This design comes from an exercise in tuning for small area on the open sky130 flow, not from production work.
Only simulation tests tie the RTL to the original design; equivalence was not proved.
Power is estimated from default activity; no workload was simulated.

==> flow/design.v, too long to show whole: its modules and the start of the top module <==
// module pe: 91 lines
// module mac_add_c0: 1011 lines
// module mac_add: 991 lines
// module mac_mul_c0: 906 lines
// module mac_mul: 881 lines
// module mac2_c0: 1694 lines
// module mac2: 1674 lines
// module fa: 4 lines
// module aoi222: 3 lines
// module times3: 17 lines
// module ha: 4 lines
// module hold_reg: 3 lines
// module or2m: 3 lines
// module nor2m: 3 lines
// module oai21: 3 lines
// module aoi21: 3 lines
// module sys_row: 85 lines
// module sys_array: 89 lines
// module sys_array_top: 43 lines
module sys_array_top #(
  parameter  int unsigned SYS_ROW = 4,
  parameter  int unsigned SYS_COL = 4,
  parameter  int unsigned DATA_WIDTH = 16,
  localparam int unsigned PSUM_WIDTH = DATA_WIDTH * 2
) (
  input                             clk,
  input                             rstn,
  input                             en,
  input  [SYS_ROW-1:0]              w_invalid,
  input  [SYS_COL-1:0]              w_wen,
  input  [SYS_ROW*DATA_WIDTH-1:0]   in,
  input  [SYS_COL*DATA_WIDTH-1:0]   w_in,
  output [SYS_COL*PSUM_WIDTH-1:0]   psum_out,
  output [SYS_COL-1:0]              en_out
);
  // ...
==> flow/run.sh <==
#!/bin/bash
# synth_recipe.tcl (not shown) runs the flow's synth.tcl, then flattens the netlist and writes it again
# the make line also repeats each setting of config.mk as NAME=value (left out here)
make -C /OpenROAD-flow-scripts/flow DESIGN_CONFIG=/design/flow/config.mk WORK_HOME=/design/flow/orfs CLKGATE_MAP_FILE= SYNTH_SCRIPT=/design/flow/synth_recipe.tcl finish
==> flow/config.mk <==
export PLATFORM = sky130hd
export DESIGN_NAME = sys_array_top
export DESIGN_NICKNAME = sys_array_top
export VERILOG_FILES = /design/flow/design.v
export SDC_FILE = /design/flow/constraint.sdc
export NUM_CORES = 4
export LEC_CHECK = 0
export CAP_MARGIN = 20
export CELL_PAD_IN_SITES_DETAIL_PLACEMENT = 1
export CORE_MARGIN = 2
export CORE_UTILIZATION = 30
export PLACE_DENSITY = 0.45
export SLEW_MARGIN = 20
export SYNTH_HIERARCHICAL = 1
export SYNTH_MINIMUM_KEEP_SIZE = 0
==> flow/constraint.sdc <==
create_clock -name core_clock -period 10.0 [get_ports {clk}]
set_input_delay 2.0000 -clock core_clock [delete_from_list [all_inputs] [get_ports {clk}]]
set_output_delay 2.0000 -clock core_clock [all_outputs]
set_load 0.01 [all_outputs]
==> results.ini, run 1 <==
[cells_and_area]
area_delta_synth_final_pct = 13.47
fin_area_um2 = 135700
final-clk-cell-share = 0.04733
final_cell_mix = a222oi_1 (1920), fa_1 (1902), dfxtp_1 (1412)
multi_input_area_share = 0.6228
multiInputGateArea_um2 = 84510

[routing]
wl_met1_um = 194200
highest_layer = met5
vias_per_cell = 6.262
met3_length_um = 46430
route.met2.wl_um = 244000
wirelength_um = 523000

[clock_network]
cts_sinks = 1478
cts_made_buffers = 183

[global_routing]
grt_overflow = 0
grt_max_degree = 55
gr-max-usage-layer = met2

[worst_hold_path]
hold_path_depth = 0

[power_and_ir_drop]
powerClk_uw = 7160
switching_share = 0.3576
comb_power_share = 0.241
p_per_area_nw_per_um2 = 149.2
p_clk_frac = 0.354
total_power_uw = 20240
pwr-share-seq = 0.406

[logic_synthesis]
syn_avg_cell_area_um2 = 12.26
synth_cells = 9749

[worst_setup_path]
worst-path-max-fanout = 16
crit_required_ns = 10.68
path_class = reg2reg

[floorplanning]
fp.dieH_um = 635.3
rows = 231
core_area_um2 = 396300

[timing]
setup_ws_ns = 0.6516
slew_violations = 0
fmax_ghz = 0.1070
timing.final.crit_share = 0.9348

[status]
outcome = complete, no violations

==> run 2: changes to the inputs <==
==> flow/flow/run.sh (new file) <==
#!/bin/bash
# The standard layout (the standard.sh: standard synthesis, floorplan,
# placement, CTS, routing, finish) with these changes:
#  - the buffers that synthesis leaves (ABC's and the pass-through ones) are
#    removed at floorplan (REMOVE_ABC_BUFFERS=1), and global placement is not
#    timing driven (GPL_TIMING_DRIVEN=0 in config.mk), so it adds no buffers
#    of its own; later repair steps still fix slew, capacitance and timing;
#  - the port buffers are the smallest buffer (buf_1) instead of the
#    default choice (clkdlybuf4s50_1);
#  - clock tree synthesis without dummy loads.
# make's full output goes to flow.log; ORFS's own per-step logs stay under
# orfs/logs.
set -uo pipefail
bash standard.sh \
  "REMOVE_ABC_BUFFERS=1" \
  "CTS_ARGS=-sink_clustering_enable -repair_clock_nets -dont_use_dummy_load" \
  "BUFFER_PORTS_ARGS=-buffer_cell sky130_fd_sc_hd__buf_1" \
  finish > flow.log 2>&1
status=$?
tail -20 flow.log
exit $status
==> flow/standard.sh (new file) <==
#!/bin/bash
# synth_recipe.tcl (not shown) runs the flow's synth.tcl, then flattens the netlist and writes it again
# the make line also repeats each setting of config.mk as NAME=value (left out here)
make -C /OpenROAD-flow-scripts/flow DESIGN_CONFIG=/design/flow/config.mk WORK_HOME=/design/flow/orfs CLKGATE_MAP_FILE= SYNTH_SCRIPT=/design/flow/synth_recipe.tcl "${@:-finish}"
--- a/flow/config.mk
+++ b/flow/config.mk
@@ -9,6 +9,7 @@
 export CELL_PAD_IN_SITES_DETAIL_PLACEMENT = 1
 export CORE_MARGIN = 2
 export CORE_UTILIZATION = 30
+export GPL_TIMING_DRIVEN = 0
 export PLACE_DENSITY = 0.45
 export SLEW_MARGIN = 20
 export SYNTH_HIERARCHICAL = 1
removed: flow/run.sh
==> run 2 against run 1 <==
  * Wire length decreased by 6.1%
  * First-iteration DRC count decreased by 3.1%
  * Die area is the same
  * Area after synthesis unchanged
  * Critical path depth is 1 lower
  * Maximum frequency shrank 3.1%
  * Synthesized cell count did not move
  * Flip-flop and latch count unchanged
  * Clock-buffer cell count down 64
  * Sequential share of layout area is 1.1 points higher
==> results.ini, run 2 <==
[clock_network]
cts_buffer_depth = 4  ; unchanged
htree_levels = 4  ; unchanged
cts_sinks = 1478  ; unchanged
cts_made_buffers = 184  ; was 183
cts_setup_buffers = 0  ; unchanged
clk_pin_slew_ns = 0.06  ; about the same
insertion_delay_ns = 0.92  ; was 0.93 ns
cts_tree = yes  ; unchanged
cts-root-buf = clkbuf_16  ; unchanged

[timing]
hold-worst-slack_ns = 0.3209  ; was 0.3008 ns
setup_viol = 0  ; unchanged
fmax_ghz = 0.1036  ; was 0.1070 GHz
grt_setup_unrepaired = true  ; was false
hold_viol_final = 0  ; unchanged
skew_ns = 0.09659  ; was 0.08450 ns
min_period_ns = 9.649  ; was 9.348 ns
slew_violations = 0  ; unchanged
setup_tns_ns = 0  ; unchanged
timing.final.crit_share = 0.9649  ; was 0.9348
maxSlewHeadroom = 0.1341  ; was 0.2282
worst_slew_pin_slew_ns = 1.297  ; was 1.155 ns

[global_routing]
grt_max_degree = 35  ; was 55
grt_overflow = 0  ; unchanged
grt_usage = 0.2369  ; was 0.2519
grt_pass1_wl_um = 722000  ; was 759700 um
grt_pass1_vias = 102800  ; was 104500
antenna_found_initial = 35  ; was 40

[placement]
dp_hpwl_um = 368100  ; was 398400 um
place_inst = 14770  ; was 15300
io_buffers = 270  ; unchanged
place_congestion = 0.9385  ; was 0.9467

[cells_and_area]
final_cell_mix = a222oi_1 (1920), fa_1 (1902), dfxtp_1 (1392)  ; was a222oi_1 (1920), fa_1 (1902), dfxtp_1 (1412)
area_delta_synth_final_pct = 8.118  ; was 13.47%
final_cells = 14970  ; was 15660
final_common_cell = a222oi_1  ; unchanged
drive_above_1_share = 0.1161  ; was 0.1441
layout.nets = 11760  ; was 12300
fillers = 42670  ; was 42430
fin_util = 0.3262  ; was 0.3424

[status]
outcome = complete, no violations  ; unchanged

[routing]
ant_nets = 0  ; unchanged
drc = 0  ; unchanged
first_iter_violations = 21420  ; was 22100
vias = 95500  ; was 98040
post_drt_wl_per_cell_um = 32.82  ; was 33.41 um
vias_per_cell = 6.380  ; was 6.262
wirelength_um = 491200  ; was 523000 um
dr.pass1.iters = 17  ; unchanged

[worst_hold_path]
worstHoldPathType = reg2reg  ; unchanged

[worst_setup_path]
worst-path-max-fanout = 15  ; was 16
critPathLaunchType = input port  ; was register
critical_path.endpoint_type = register  ; unchanged
critPathArrivalTime_ns = 10.39  ; was 10.03 ns
max_stage_delay_ns = 0.79  ; was 0.95 ns
worst_path_max_delay_cell = nor2b_2  ; was a222oi_1
path_class = in2reg  ; was reg2reg
crit_required_ns = 10.74  ; was 10.68 ns
path_common_cell = o21ai_1

[power_and_ir_drop]
ir_drop_v = 0.0001149  ; was 0.0001423 V
p_per_area_nw_per_um2 = 142.8  ; was 149.2 nW/um2
p_leak_uw = 0.03104  ; was 0.03502 uW

[floorplanning]
core_area_um2 = 396300  ; unchanged
start_util = 0.3017  ; unchanged
fp.dieH_um = 635.3  ; unchanged
dieArea_um2 = 403600  ; unchanged
io_pins = 271  ; unchanged
rows = 231  ; unchanged
dieWidth_um = 635.3  ; unchanged

[logic_synthesis]
syn_area_um2 = 119600  ; unchanged
syn_avg_cell_area_um2 = 12.26  ; unchanged
synth_warnings = 21  ; unchanged
synth_cells = 9749  ; unchanged

[flow_run]
max_cap_viol_count = 0  ; unchanged

run 2: worst paths after layout:
kind	from	endpoint	slack (ns)	cells after the start
worst max-delay path	in[23]	register	0.35	31
worst min-delay path	register	register	0.32	0
worst max register to register	register	register	0.44	34
worst min register to register	register	register	0.32	0
run 2: what timing repair did:
item                                    4_1_cts  5_1_grt
gates resized for setup                      13       28
endpoints found under the setup margin        3        4
hold buffers                                  0        0
run 2: through the flow:
stage / area, um2 / total power (uW) / setup WS (ns)
CTS: 128900 / 18660 / 0.01136
floorplan: 115500 / 10550 / 1.357
detailed placement: 124300 / 12900 / -1.326
finish: 129300 / 18470 / 0.3510
global route: 129300 / 19370 / -0.02902
global placement: 123100 / 12780 / -1.871
run 2: area by class of cell:
| class | count | area, um2 | share of cell area |
|---|---|---|---|
| antenna | 19 | 47.55 | 0.0003678 |
| tap | 5242 | 6559 | 0.05073 |
| sequential | 1478 | 30260 | 0.2340 |
| inverter | 225 | 844.6 | 0.006533 |
| multi-input combinational | 7510 | 85170 | 0.6588 |
| clock buffer | 184 | 4604 | 0.03562 |
| timing repair buffer | 310 | 1792 | 0.01386 |
run 2: metal layers:
layer / routed length, um / global-route usage
met3: 46910 / 0.04510
met1: 181000 / 0.2912
met2: 227300 / 0.3846
met5: 139 / 0.001182
met4: 35920 / 0.1438
run 2: worst max-delay path, delay by kind of cell:
kind / cells / cell delay (ns)
AOI/OAI and AO/OA: 22 / 4.21
adders and majority gates: 4 / 1.97
and+or+nand+nor: 1 / 0.79
xor gates and xnor gates: 3 / 0.73
buffers and inverters: 1 / 0.65
run 2: power by group:
part	total [uW]	switching, uW	internal, uW
registers	8470	1760	6710
clock network	5660	2460	3200
logic	4340	2490	1850
total	18500	6710	11800

==> re-timing with driven ports <==
No port has a modelled driver above. Below, the same layouts with a new extraction and two added sets of constraints. Step 1: set_driving_cell puts a clkbuf_16 on clk and a buf_2 on each other input, an assumption about the parent block. Step 2, shift: input delay + t, output delay - t, t = (earliest + latest rising clock arrival at the registers) / 2. This alone moves slack from input paths to output paths. a / b / c = ideal / step 1 / step 2; a / b = the first two.
| run | shift t [ns] | setup WS [ns] | worst setup path at the end | worst slew at a driven data input, ns | cell pins on the clock port's net |
|---|---|---|---|---|---|
| run 1 | 1.010 | 0.652 / 0.652 / 0.061 | input to register | 0.17 | 1 |
| run 2 | 0.976 | 0.351 / 0.426 / -0.551 | input to register | 0.23 | 1 |
With both steps, setup timing fails in run 2, where it was met with ideal ports. The setup slack of run 2, which loses most, moves by +0.075 ns with the drivers and by -0.902 ns with both steps.
